Background: an optimization exercise with open tools, aiming at small area. Do not read the settings as production practice. The RTL was checked by simulation tests, not by an equivalence proof against the original design. Power is estimated from default activity; no workload was simulated.

## ACTIVEPRO
module ACTIVEPRO (
    input       RESET,
    input       SYS_CLOCK,                
    output reg  ACTIVE_DATA ,             
    output reg  ACTIVE_CLOCK,             
    input [511:0] ACTIVE_MESSAGE,         
    input [5:0] ACTIVE_CHANNEL,           
    input  ACTIVE_WR                      
    );
    localparam L = 513;
    reg          busy;                    
    reg          idle;                    
    reg [10:0]   cnt;                     
    reg [5:0]    X;                       
    reg [L-1:0]  ring;
    wire [L-1:0] mp;
    genvar g;
    generate
        for (g = 0; g < 512; g = g + 1) begin : perm
            assign mp[(2*g) % L] = ACTIVE_MESSAGE[g];
        end
    endgenerate
    assign mp[511] = 1'b0;
    always @ (posedge SYS_CLOCK)
        ring <= ~(({ring[L-2:0], ring[L-1]} | {L{idle}}) & (mp | {L{busy}}));
    wire [63:0] tap;
    generate
        for (g = 0; g < 64; g = g + 1) begin : taps
            assign tap[g] = ring[(16*g + 46) % L];
        end
    endgenerate
    wire [6:0] B = cnt[10:4];             
    wire [2:0] bitn = cnt[3:1];
    wire [31:0] det;
    generate
        for (g = 0; g < 32; g = g + 1) begin : dets
            localparam integer Q = (16*(2*g+2) + 2*(g % 8)) % L;
            assign det[g] = &{ring[(Q+14) % L], ring[(Q+12) % L], ring[(Q+10) % L], ring[(Q+8) % L],
                              ring[(Q+6) % L],  ring[(Q+4) % L],  ring[(Q+2) % L],  ring[Q]};
        end
    endgenerate
    wire       search = B[6] & (B[1] ^ B[0]) & cnt[0];    
    wire [3:0] hit;
    generate
        for (g = 0; g < 4; g = g + 1) begin : hits
            assign hit[g] = det[8*g + bitn];
        end
    endgenerate
    wire [1:0] a = hit[0] ? 2'd0 : hit[1] ? 2'd1 : hit[2] ? 2'd2 : 2'd3;
    wire [5:0] cand = {a, bitn, ~B[1]};
    wire       take = search & (|hit) & (cand < X);
    wire       last = (B == {1'b0, X});
    wire [7:0] SECOND_BYTE = {2'b01, ACTIVE_CHANNEL};
    reg        dbit;
    always @*
    begin
        if (B[6] && B[1:0] == 2'b01)       dbit = (bitn != 3'd0);
        else if (B[6] && B[1:0] == 2'b10)  dbit = SECOND_BYTE[7-bitn];
        else                               dbit = ~tap[X];
    end
    always @ (posedge SYS_CLOCK)
    begin
  ...
For scale: roughly 1400 cells after synthesis, ~530 flip-flops, roughly 520 I/O pins.
Settings: LEC_CHECK=0, CAP_MARGIN=0, CORE_MARGIN=2, CORE_UTILIZATION=50, CTS_BUF_LIST=sky130_fd_sc_hd__clkbuf_8, CTS_CLUSTER_DIAMETER=100, CTS_CLUSTER_SIZE=18, GPL_ROUTABILITY_DRIVEN=0, GPL_TIMING_DRIVEN=0, PLACE_DENSITY=0.6, SLEW_MARGIN=0; clock period 10.0 ns.
standard.sh (not shown) runs the stock make flow with config.mk's settings and CLKGATE_MAP_FILE= SYNTH_SCRIPT=/design/flow/synth_recipe.tcl, a recipe that flattens the netlist after the stock synthesis.
==> flow/flow/run.sh <==
#!/bin/bash
# Standard layout, with the port buffers made from the smallest buffer cell.
set -euo pipefail
export BUFFER_PORTS_ARGS="-buffer_cell sky130_fd_sc_hd__buf_1"
bash standard.sh finish > standard_flow.log 2>&1
The starting point ran to the end with no violations.
Then changed:
CAP_MARGIN = 20   (was 0)
CTS_BUF_LIST = sky130_fd_sc_hd__clkbuf_16   (was sky130_fd_sc_hd__clkbuf_8)
CTS_CLUSTER_DIAMETER = 60   (was 100)
CTS_CLUSTER_SIZE = 36   (was 18)
GPL_ROUTABILITY_DRIVEN = not set   (was 0)
GPL_TIMING_DRIVEN = not set   (was 0)
SLEW_MARGIN = 20   (was 0)
What happened:
- combinational power fell by 11%
- global-route usage fell by 2.2 points
- sequential share of layout area fell by 0.83 points
- utilization rose by 0.97 points
- routed wire length fell by 6.0%
- non-clock buffer count fell by 118
- final cell count fell by 3.8%
- worst hold slack stays flat

========
Starting RTL as in the previous note.
Settings: LEC_CHECK=0, CAP_MARGIN=0, CORE_MARGIN=2, CORE_UTILIZATION=50, CTS_BUF_LIST=sky130_fd_sc_hd__clkbuf_8, CTS_CLUSTER_DIAMETER=100, CTS_CLUSTER_SIZE=19, PLACE_DENSITY=0.6, SLEW_MARGIN=0; clock period 10.0 ns.
Scripts as last shown in full above: flow/flow/run.sh
Then changed:
- CTS_CLUSTER_SIZE: 19 -> 18
Clock-buffer cell count is unchanged; routed wire length stays flat; final area hardly moves.
Then changed:
- CORE_UTILIZATION: 50 -> 60
- CTS_BUF_LIST: sky130_fd_sc_hd__clkbuf_8 -> sky130_fd_sc_hd__clkbuf_16
- CTS_CLUSTER_DIAMETER: 100 -> 70
- CTS_CLUSTER_SIZE: 18 -> 32
- PLACE_DENSITY: 0.6 -> 0.75
The changed run completed with no timing, DRC or antenna violations.
Routed wire length came out lower by about 1.7%.
Fmax climbs by 8.6%.
Core utilization went up by 13 points.
Then changed:
- CTS_BUF_LIST: sky130_fd_sc_hd__clkbuf_16 -> sky130_fd_sc_hd__clkbuf_8
- CTS_CLUSTER_DIAMETER: 70 -> 100
- CTS_CLUSTER_SIZE: 32 -> 18
- PLACE_DENSITY: 0.75 -> 0.7
Die area does not change.
Via count is about the same.
Clock-buffer cell count rose by 10.
Cell count barely changes.
Total power fell by 8.5%.
Setup slack improved by 190 ps.
Global-route usage fell by 0.67 points.
Routed wire length fell by about 1.6%.
Hold slack stays flat.
Clock skew fell by 22 ps.
Then changed:
- CAP_MARGIN: 0 -> 20
- CORE_UTILIZATION: 60 -> 50
- CTS_BUF_LIST: sky130_fd_sc_hd__clkbuf_8 -> default
- CTS_CLUSTER_DIAMETER: 100 -> default
- CTS_CLUSTER_SIZE: 18 -> default
- PLACE_DENSITY: 0.7 -> 0.6
- SLEW_MARGIN: 0 -> 20
The new run went through all stages and came out clean.
Routed wire length is higher by a few percent.
Non-clock buffer count stays the same.
Via count stays flat.
Design area goes up by a little under a tenth.
Fmax drops slightly.
Then changed:
- CTS_BUF_LIST: default -> sky130_fd_sc_hd__clkbuf_16
- CTS_CLUSTER_DIAMETER: default -> 80
- CTS_CLUSTER_SIZE: default -> 30
Effect:
- global-route usage is lower by 0.96 points
- cell area is lower by a few percent
- sequential cell count does not change

==> afterwards: timing with drivers on the ports <==
The results above use ideal ports. As a check the final layouts listed here were re-extracted and re-timed, cells and wires unchanged. Step 1 (the two cells are an assumption about what drives the block):
set clk [get_ports {SYS_CLOCK}]
set_driving_cell -lib_cell sky130_fd_sc_hd__clkbuf_16 $clk
set_driving_cell -lib_cell sky130_fd_sc_hd__buf_2 [delete_from_list [all_inputs] $clk]
Step 2 adds t to the input delays and takes it off the output delays; t is the mean of the earliest and latest rising clock arrival at the registers after step 1. Input paths then give back, and output paths get back, about the clock's delay inside the block. Slacks: no drivers / after step 1 / after step 2; pairs: no drivers / after step 1.
| run | shift t [ns] | slack for setup (ns) | worst hold slack (ns) | worst setup path at the end | worst data-port slew with drivers (ns) |
|---|---|---|---|---|---|
| the first run of note 1 | 0.613 | 6.714 / 6.714 / 6.469 | 0.409 / 0.409 / 0.409 | input to register | 0.09 |
| the second run of note 1 | 0.585 | 6.542 / 6.542 / 6.041 | 0.410 / 0.410 / 0.410 | input to register | 0.10 |
| the first run of note 2 | 0.610 | 6.101 / 6.101 / 6.101 | 0.402 / 0.402 / 0.402 | register to register | 0.09 |
| the second run of note 2 | 0.615 | 6.068 / 6.068 / 6.068 | 0.417 / 0.417 / 0.417 | register to register | 0.09 |
| the third run of note 2 | 0.624 | 6.378 / 6.378 / 6.378 | 0.412 / 0.412 / 0.412 | register to register | 0.09 |
| the fourth run of note 2 | 0.598 | 6.568 / 6.568 / 6.391 | 0.413 / 0.413 / 0.413 | input to register | 0.10 |
| the fifth run of note 2 | 0.615 | 6.505 / 6.505 / 6.094 | 0.408 / 0.408 / 0.408 | input to register | 0.10 |
| the sixth run of note 2 | 0.595 | 6.510 / 6.510 / 6.125 | 0.418 / 0.418 / 0.418 | input to register | 0.10 |
After both steps setup and hold are still met in every run listed. For the second run of note 1, which loses most, drivers alone change the setup slack by 0.000 ns; drivers and shift together by -0.501 ns.
